Source: an optimization exercise on an open RTL-to-GDS flow (aim: small area, a short achievable clock period and few clock cycles). Production flows keep margins and buffers that such runs may drop.
In this exercise RTL edits were held to simulation tests only and were not proved equivalent to the original.
No activity file was given, so power comes from the tool's default toggle rates.

==> inputs of build 73 <==
// cache
module cache(
    clk,
    proc_reset,
    proc_read,
    proc_write,
    proc_addr,
    proc_rdata,
    proc_wdata,
    proc_stall,
    mem_read,
    mem_write,
    mem_addr,
    mem_rdata,
    mem_wdata,
    mem_ready
);
    input          clk;
    input          proc_reset;
    input          proc_read, proc_write;
    input   [29:0] proc_addr;
    input   [31:0] proc_wdata;
    output         proc_stall;
    output  [31:0] proc_rdata;
    input  [127:0] mem_rdata;
    input          mem_ready;
    output         mem_read, mem_write;
    output  [27:0] mem_addr;
    output [127:0] mem_wdata;
    localparam IDLE  = 3'd0;    
    localparam RWAIT = 3'd1;    
    localparam WWAIT = 3'd2;    
    localparam DONE  = 3'd3;    
    localparam FIX   = 3'd4;    
    localparam WPREP = 3'd5;    
    localparam PK    = 6;       
    reg [127:0] data0 [0:3];
    reg [127:0] data1 [0:3];
    reg  [25:0] tag0  [0:3];
    reg  [25:0] tag1  [0:3];
    reg   [3:0] v0, v1;
    reg   [3:0] mru0;           
    reg   [2:0] state;
    reg         done_r;
    reg         mem_read_r, mem_write_r;
    reg  [29:0] addr_r;         
    reg         wr_r;
    reg         way_r;          
    reg  [31:0] rdata_r;
    reg [127:0] wdata_r;        
    assign proc_stall = ~done_r;
    assign proc_rdata = rdata_r;
    assign mem_read   = mem_read_r;
    assign mem_write  = mem_write_r;
    assign mem_addr   = addr_r[29:2];
    assign mem_wdata  = wdata_r;
    wire  [1:0] idx = proc_addr[3:2];
    wire  [1:0] off = proc_addr[1:0];
    wire [25:0] tg  = proc_addr[29:4];
  ...
==> module cache, before the edit <==
module cache(
    clk,
    proc_reset,
    proc_read,
    proc_write,
    proc_addr,
    proc_rdata,
    proc_wdata,
    proc_stall,
    mem_read,
    mem_write,
    mem_addr,
    mem_rdata,
    mem_wdata,
    mem_ready
);
    input          clk;
    input          proc_reset;
    input          proc_read, proc_write;
    input   [29:0] proc_addr;
    input   [31:0] proc_wdata;
    output         proc_stall;
    output  [31:0] proc_rdata;
    input  [127:0] mem_rdata;
    input          mem_ready;
    output         mem_read, mem_write;
    output  [27:0] mem_addr;
    output [127:0] mem_wdata;
    localparam IDLE  = 3'd0;    
    localparam RWAIT = 3'd1;    
    localparam WWAIT = 3'd2;    
    localparam DONE  = 3'd3;    
    localparam FIX   = 3'd4;    
    localparam WPREP = 3'd5;    
    localparam PK    = 6;       
    reg [127:0] data0 [0:3];
    reg [127:0] data1 [0:3];
    reg  [25:0] tag0  [0:3];
    reg  [25:0] tag1  [0:3];
    reg   [3:0] v0, v1;
    reg   [3:0] mru0;           
    reg   [2:0] state;
    reg         done_r;
    reg         mem_read_r, mem_write_r;
    reg  [29:0] addr_r;         
    reg         wr_r;
    reg         way_r;          
    reg  [31:0] rdata_r;
    reg [127:0] wdata_r;        
    assign proc_stall = ~done_r;
    assign proc_rdata = rdata_r;
    assign mem_read   = mem_read_r;
    assign mem_write  = mem_write_r;
    assign mem_addr   = addr_r[29:2];
    assign mem_wdata  = wdata_r;
    wire  [1:0] idx = proc_addr[3:2];
    wire  [1:0] off = proc_addr[1:0];
    wire [25:0] tg  = proc_addr[29:4];
    wire [3:0] eq0, eq1;
    genvar s;
    generate
        for (s = 0; s < 4; s = s + 1) begin : g_cmp
            assign eq0[s] = v0[s] & (tag0[s] == tg);
            assign eq1[s] = v1[s] & (tag1[s] == tg);
        end
    endgenerate
    wire h0 = eq0[idx];
    wire h1 = eq1[idx];
    wire hit = h0 | h1;
    wire [3:0] pm0, pm1;
    generate
        for (s = 0; s < 4; s = s + 1) begin : g_pred
            assign pm0[s] = v0[s] & (tag0[s][PK-1:0] == tg[PK-1:0]);
            assign pm1[s] = v1[s] & (tag1[s][PK-1:0] == tg[PK-1:0]);
        end
    endgenerate
    wire p1 = pm1[idx] & ~pm0[idx];
    wire sel = (state == IDLE) ? p1 : way_r;
    wire right = sel ? h1 : h0;        
    wire [127:0] blk0 = data0[idx];
    wire [127:0] blk1 = data1[idx];
    wire  [31:0] w0 = blk0[32*off +: 32];
    wire  [31:0] w1 = blk1[32*off +: 32];
    wire [127:0] hblk = way_r ? blk1 : blk0;
    wire wright = way_r ? h1 : h0;
    wire  [1:0] off_r = addr_r[1:0];
    wire vic = ~v0[idx] ? 1'b0 : (~v1[idx] ? 1'b1 : mru0[idx]);
    reg [127:0] nblk;
    integer k;
    always @(*) begin
        nblk = (state == RWAIT) ? mem_rdata : hblk;
        for (k = 0; k < 4; k = k + 1)
            if (off == k) nblk[32*k +: 32] = proc_wdata;
    end
    wire req = proc_read | proc_write;
    wire refill_en = (state == RWAIT) & mem_ready;
    always @(posedge clk) begin
        addr_r  <= proc_addr;
        wr_r    <= proc_write;
        rdata_r <= (state == RWAIT) ? mem_rdata[32*off_r +: 32] : (sel ? w1 : w0);
        wdata_r <= nblk;
    end
    always @(posedge clk) begin
        if (proc_reset) begin
            state       <= IDLE;
            done_r      <= 1'b0;
            mem_read_r  <= 1'b0;
            mem_write_r <= 1'b0;
        end else begin
            case (state)
            IDLE: if (req) begin
                if (hit & proc_write & wright) begin
                    state       <= WWAIT;
                    mem_write_r <= 1'b1;
                end else if (hit & proc_write) begin
                    state <= WPREP;
                end else if (hit & ~right) begin
                    state <= FIX;
                end else if (hit) begin
                    state  <= DONE;
                    done_r <= 1'b1;
                end else begin
                    state      <= RWAIT;
                    mem_read_r <= 1'b1;
                end
            end
            RWAIT: if (mem_ready) begin
                mem_read_r <= 1'b0;
                if (wr_r) begin
                    state       <= WWAIT;
                    mem_write_r <= 1'b1;
                end else begin
                    state  <= DONE;
                    done_r <= 1'b1;
                end
            end
            WWAIT: if (mem_ready) begin
                mem_write_r <= 1'b0;
                state       <= DONE;
                done_r      <= 1'b1;
            end
            FIX: begin
                state  <= DONE;
                done_r <= 1'b1;
            end
            WPREP: begin
                state       <= WWAIT;
                mem_write_r <= 1'b1;
            end
            default: begin
                state  <= IDLE;
                done_r <= 1'b0;
            end
            endcase
        end
    end
    always @(posedge clk) begin
        if (state == IDLE) way_r <= h1;
        else if (refill_en) way_r <= vic;
    end
    integer i;
    always @(posedge clk) begin
        if (proc_reset) begin
            v0 <= 4'd0;
            v1 <= 4'd0;
        end else begin
            for (i = 0; i < 4; i = i + 1) begin
                if (refill_en && idx == i) begin
                    if (vic) v1[i] <= 1'b1;
                    else     v0[i] <= 1'b1;
                end
            end
        end
    end
    wire [127:0] col = (state == RWAIT) ? mem_rdata : {4{proc_wdata}};
    integer j;
    always @(posedge clk) begin
        for (i = 0; i < 4; i = i + 1) begin
            if (refill_en && idx == i) begin
                mru0[i] <= ~vic;
                if (vic) tag1[i] <= tg;
                else     tag0[i] <= tg;
            end
            if (state == WWAIT && idx == i) mru0[i] <= ~way_r;
            for (j = 0; j < 4; j = j + 1) begin
                if (idx == i && (refill_en && vic || state == WWAIT && way_r && off == j))
                    data1[i][32*j +: 32] <= col[32*j +: 32];
                if (idx == i && (refill_en && !vic || state == WWAIT && !way_r && off == j))
                    data0[i][32*j +: 32] <= col[32*j +: 32];
            end
        end
    end
endmodule
export LEC_CHECK = 0
export CAP_MARGIN = 40
export CORE_MARGIN = 2
export CORE_UTILIZATION = 30
export PLACE_DENSITY = 0.5
export SLEW_MARGIN = 40
create_clock -name core_clock -period 12.0 [get_ports {clk}]
standard.sh (not shown) runs the stock make flow with config.mk's settings and CLKGATE_MAP_FILE= SYNTH_SCRIPT=/design/flow/synth_recipe.tcl, a recipe that flattens the netlist after the stock synthesis.
==> flow/flow/run.sh <==
#!/bin/bash
# The standard layout with a few knobs changed:
# - ports get buf_2 buffers instead of the delay buffer the resizer picks;
# - the clock tree uses clkbuf_8 with smaller sink clusters;
# - the core is smaller (55% utilisation), for shorter wires.
# Clock, constraints and all other steps are the standard ones; synthesis is
# the standard synthesis, unchanged.
set -euo pipefail
KNOBS=(
  SETUP_SLACK_MARGIN=8.3
  "BUFFER_PORTS_ARGS=-buffer_cell sky130_fd_sc_hd__buf_2"
  CTS_BUF_LIST=sky130_fd_sc_hd__clkbuf_8
  CTS_CLUSTER_SIZE=16
  CTS_CLUSTER_DIAMETER=40
  CORE_UTILIZATION=55
  PLACE_DENSITY=0.7
)
bash standard.sh synth > synth.log 2>&1
bash standard.sh "${KNOBS[@]}" finish > layout.log 2>&1
==> trial 18 (differences from build 73) <==
==> flow/flow/run.sh (replaced) <==
#!/bin/bash
# The standard layout with a few knobs changed:
# - ports get buf_2 buffers instead of the delay buffer the resizer picks;
# - the clock tree uses clkbuf_8 with smaller sink clusters and no dummy loads;
# - the core is smaller (55% utilisation), for shorter wires.
# Clock, constraints and all other steps are the standard ones; synthesis is
# the standard synthesis, unchanged.
set -euo pipefail
KNOBS=(
  SETUP_SLACK_MARGIN=8.3
  "BUFFER_PORTS_ARGS=-buffer_cell sky130_fd_sc_hd__buf_2"
  "CTS_ARGS=-sink_clustering_enable -repair_clock_nets -buf_list sky130_fd_sc_hd__clkbuf_8 -sink_clustering_size 16 -sink_clustering_max_diameter 40 -dont_use_dummy_load"
  CORE_UTILIZATION=55
  PLACE_DENSITY=0.7
)
bash standard.sh synth > synth.log 2>&1
bash standard.sh "${KNOBS[@]}" finish > layout.log 2>&1
==> build 70 (differences from build 73) <==
--- a/flow/design.v
+++ b/flow/design.v
@@ -85,12 +85,16 @@
     wire wright = way_r ? h1 : h0;
     wire  [1:0] off_r = addr_r[1:0];
     wire vic = ~v0[idx] ? 1'b0 : (~v1[idx] ? 1'b1 : mru0[idx]);
-    reg [127:0] nblk;
+    reg [127:0] refill;         
+    reg [127:0] hmerge;         
     integer k;
     always @(*) begin
-        nblk = (state == RWAIT) ? mem_rdata : hblk;
-        for (k = 0; k < 4; k = k + 1)
-            if (off == k) nblk[32*k +: 32] = proc_wdata;
+        refill = mem_rdata;
+        hmerge = hblk;
+        for (k = 0; k < 4; k = k + 1) begin
+            if (wr_r && off_r == k) refill[32*k +: 32] = proc_wdata;
+            if (off == k)           hmerge[32*k +: 32] = proc_wdata;
+        end
     end
     wire req = proc_read | proc_write;
     wire refill_en = (state == RWAIT) & mem_ready;
@@ -98,7 +102,7 @@
         addr_r  <= proc_addr;
         wr_r    <= proc_write;
         rdata_r <= (state == RWAIT) ? mem_rdata[32*off_r +: 32] : (sel ? w1 : w0);
-        wdata_r <= nblk;
+        wdata_r <= (state == RWAIT) ? refill : hmerge;
     end
     always @(posedge clk) begin
         if (proc_reset) begin
@@ -172,7 +176,7 @@
             end
         end
     end
-    wire [127:0] col = (state == RWAIT) ? mem_rdata : {4{proc_wdata}};
+    wire [127:0] col = (state == RWAIT) ? refill : {4{proc_wdata}};
     integer j;
     always @(posedge clk) begin
         for (i = 0; i < 4; i = i + 1) begin
--- a/flow/flow/run.sh
+++ b/flow/flow/run.sh
@@ -7,7 +7,7 @@
 # the standard synthesis, unchanged.
 set -euo pipefail
 KNOBS=(
-  SETUP_SLACK_MARGIN=8.3
+  SETUP_SLACK_MARGIN=8.2
   "BUFFER_PORTS_ARGS=-buffer_cell sky130_fd_sc_hd__buf_2"
   CTS_BUF_LIST=sky130_fd_sc_hd__clkbuf_8
   CTS_CLUSTER_SIZE=16
==> trial 48 (differences from build 73) <==
==> flow/design.v (replaced) <==
module cache(
    clk,
    proc_reset,
    proc_read,
    proc_write,
    proc_addr,
    proc_rdata,
    proc_wdata,
    proc_stall,
    mem_read,
    mem_write,
    mem_addr,
    mem_rdata,
    mem_wdata,
    mem_ready
);
    input          clk;
    input          proc_reset;
    input          proc_read, proc_write;
    input   [29:0] proc_addr;
    input   [31:0] proc_wdata;
    output         proc_stall;
    output  [31:0] proc_rdata;
    input  [127:0] mem_rdata;
    input          mem_ready;
    output         mem_read, mem_write;
    output  [27:0] mem_addr;
    output [127:0] mem_wdata;
    localparam IDLE  = 2'd0;    
    localparam RWAIT = 2'd1;    
    localparam WWAIT = 2'd2;    
    localparam DONE  = 2'd3;    
    reg [127:0] data0 [0:3];
    reg [127:0] data1 [0:3];
    reg  [25:0] tag0  [0:3];
    reg  [25:0] tag1  [0:3];
    reg   [3:0] v0, v1;
    reg   [3:0] mru0;           
    reg   [1:0] state;
    reg         done_r;
    reg         mem_read_r, mem_write_r;
    reg  [29:0] addr_r;         
    reg         wr_r;
    reg         way_r;          
    reg  [31:0] rdata_r;
    reg [127:0] wdata_r;
    reg         fill_r;         
    assign proc_stall = ~done_r;
    assign proc_rdata = rdata_r;
    assign mem_read   = mem_read_r;
    assign mem_write  = mem_write_r;
    assign mem_addr   = addr_r[29:2];
    assign mem_wdata  = wdata_r;
    wire  [1:0] idx = proc_addr[3:2];
    wire  [1:0] off = proc_addr[1:0];
    wire [25:0] tg  = proc_addr[29:4];
    wire [3:0] eq0, eq1;
    genvar s;
    generate
        for (s = 0; s < 4; s = s + 1) begin : g_cmp
            assign eq0[s] = v0[s] & (tag0[s] == tg);
            assign eq1[s] = v1[s] & (tag1[s] == tg);
        end
    endgenerate
    wire h0 = eq0[idx];
    wire h1 = eq1[idx];
    wire hit = h0 | h1;
    wire [127:0] blk0 = data0[idx];
    wire [127:0] blk1 = data1[idx];
    wire  [31:0] w0 = blk0[32*off +: 32];
    wire  [31:0] w1 = blk1[32*off +: 32];
    wire [127:0] hblk = ({128{h0}} & blk0) | ({128{h1}} & blk1);
    wire  [1:0] idx_r = addr_r[3:2];
    wire  [1:0] off_r = addr_r[1:0];
    wire vic = ~v0[idx_r] ? 1'b0 : (~v1[idx_r] ? 1'b1 : mru0[idx_r]);
    reg [127:0] refill;         
    reg [127:0] hmerge;         
    integer k;
    always @(*) begin
        refill = mem_rdata;
        hmerge = hblk;
        for (k = 0; k < 4; k = k + 1) begin
            if (wr_r && off_r == k) refill[32*k +: 32] = proc_wdata;
            if (off == k)           hmerge[32*k +: 32] = proc_wdata;
        end
    end
    wire req = proc_read | proc_write;
    wire refill_en = (state == RWAIT) & mem_ready;
    always @(posedge clk) begin
        addr_r  <= proc_addr;
        wr_r    <= proc_write;
        rdata_r <= (state == IDLE) ? (({32{h0}} & w0) | ({32{h1}} & w1))
                                   : mem_rdata[32*off_r +: 32];
        if (state != WWAIT) wdata_r <= (state == RWAIT) ? refill : hmerge;
        fill_r  <= refill_en;
    end
    always @(posedge clk) begin
        if (proc_reset) begin
            state       <= IDLE;
            done_r      <= 1'b0;
            mem_read_r  <= 1'b0;
            mem_write_r <= 1'b0;
        end else begin
            case (state)
            IDLE: if (req) begin
                if (hit & proc_read) begin
                    state  <= DONE;
                    done_r <= 1'b1;
                end else if (hit) begin
                    state       <= WWAIT;
                    mem_write_r <= 1'b1;
                end else begin
                    state      <= RWAIT;
                    mem_read_r <= 1'b1;
                end
            end
            RWAIT: if (mem_ready) begin
                mem_read_r <= 1'b0;
                if (wr_r) begin
                    state       <= WWAIT;
                    mem_write_r <= 1'b1;
                end else begin
                    state  <= DONE;
                    done_r <= 1'b1;
                end
            end
            WWAIT: if (mem_ready) begin
                mem_write_r <= 1'b0;
                state       <= DONE;
                done_r      <= 1'b1;
            end
            default: begin
                state  <= IDLE;
                done_r <= 1'b0;
            end
            endcase
        end
    end
    always @(posedge clk) begin
        if (state == IDLE) way_r <= h1;
        else if (refill_en) way_r <= vic;
    end
    integer i;
    always @(posedge clk) begin
        if (proc_reset) begin
            v0 <= 4'd0;
            v1 <= 4'd0;
        end else begin
            for (i = 0; i < 4; i = i + 1) begin
                if (refill_en && idx_r == i) begin
                    if (vic) v1[i] <= 1'b1;
                    else     v0[i] <= 1'b1;
                end
            end
        end
    end
    wire store = fill_r | (state == WWAIT);
    always @(posedge clk) begin
        for (i = 0; i < 4; i = i + 1) begin
            if (refill_en && idx_r == i) begin
                mru0[i] <= ~vic;
                if (vic) tag1[i] <= addr_r[29:4];
                else     tag0[i] <= addr_r[29:4];
            end
            if (state == WWAIT && idx_r == i) mru0[i] <= ~way_r;
            if (store && idx_r == i) begin
                if (way_r) data1[i] <= wdata_r;
                else       data0[i] <= wdata_r;
            end
        end
    end
endmodule
==> flow/flow/run.sh (replaced) <==
#!/bin/bash
# The standard layout with a few knobs changed:
# - ports get buf_2 buffers instead of the delay buffer the resizer picks;
# - the clock tree uses clkbuf_8;
# - the core is smaller (65% utilisation), for shorter wires.
# Clock, constraints and all other steps are the standard ones; synthesis is
# the standard synthesis, unchanged.
set -euo pipefail
KNOBS=(
  SETUP_SLACK_MARGIN=8.0
  "BUFFER_PORTS_ARGS=-buffer_cell sky130_fd_sc_hd__buf_2"
  CTS_BUF_LIST=sky130_fd_sc_hd__clkbuf_8
  CTS_CLUSTER_SIZE=20
  CTS_CLUSTER_DIAMETER=50
  CORE_UTILIZATION=65
  PLACE_DENSITY=0.75
)
bash standard.sh synth > synth.log 2>&1
bash standard.sh "${KNOBS[@]}" finish > layout.log 2>&1
==> run notes <==
	trial 48	build 73	build 70	trial 18
Worst Setup Path Type	in -> reg	reg -> out	in -> reg	in -> reg
Vertical extent of the die	306 um	330 um	330 um	330 um
Post-layout power	13000 uW	13400 uW	13500 uW	12600 uW
Start point of the worst hold path	v0[0]	v1[0]	done_r	v1[3]
Sequential-to-total area share from yosys stat	71.9%	70.4%	70.4%	70.4%
Count of instances resized after the clock tree is built	119	308	261	328
Clock-pin slew reported for the worst setup and hold paths after clock tree synthesis	0.11 ns	0.08 ns	0.08 ns	0.09 ns
Cell count after synthesis	3072	3245	3251	3245
Routed wire length	175000 um	165000 um	178000 um	167000 um
Drt via density	7.19	6.32	6.59	6.43
Number of ordinary and repair buffers in the finished layout	646	530	525	553
Result of the run	complete, no violations	complete, no violations	complete, no violations	complete, no violations
Multi-input combinational area share	24.4%	24.8%	24.8%	25.3%
Met2 WL post-DR	82400 um	81300 um	83300 um	82000 um
Max transition margin	39.0%	45.6%	44.4%	44.1%
Cell variety after synth	44	50	52	50
Adder-cell share of the synthesized area	0.106%	0%	0%	0%
Clock share of power	25.5%	26.8%	27.4%	21.6%
Total power density per cell area	187 nW/um^2	195 nW/um^2	198 nW/um^2	185 nW/um^2
Testbench counts of build 73, summed over its fixed seeds: cycles 143,402.
Testbench counts of trial 18, summed over its fixed seeds: cycles 143,402.
Testbench counts of build 70, summed over its fixed seeds: cycles 143,402.
Testbench counts of trial 48, summed over its fixed seeds: cycles 142,196.

static timing again, ports no longer ideal:
Ports are ideal in the flow. The routed layouts listed here were re-timed in OpenROAD.
Step 1: set_driving_cell puts a clkbuf_16 on clk and a buf_2 on each other input, an assumption about the parent block.
Step 2, shift: input delay + t, output delay - t, t = (earliest + latest rising clock arrival at the registers) / 2. This alone moves slack from input paths to output paths.
Three values: ideal ports, drivers, drivers and shift; two values: the first two.
run | t (ns) | setup slack, ns | latest minus earliest clock arrival (ns)
build 73 | 0.928 | 8.194 / 8.093 / 7.165 | 0.040 / 0.040
trial 18 | 0.906 | 8.219 / 8.098 / 7.192 | 0.092 / 0.092
build 70 | 0.962 | 8.053 / 8.043 / 7.081 | 0.074 / 0.074
trial 48 | 0.921 | 7.992 / 7.870 / 6.949 | 0.051 / 0.052
After both steps setup and hold are still met in every run listed. For trial 48, which loses most, drivers alone change the setup slack by -0.122 ns; drivers and shift together by -1.043 ns.
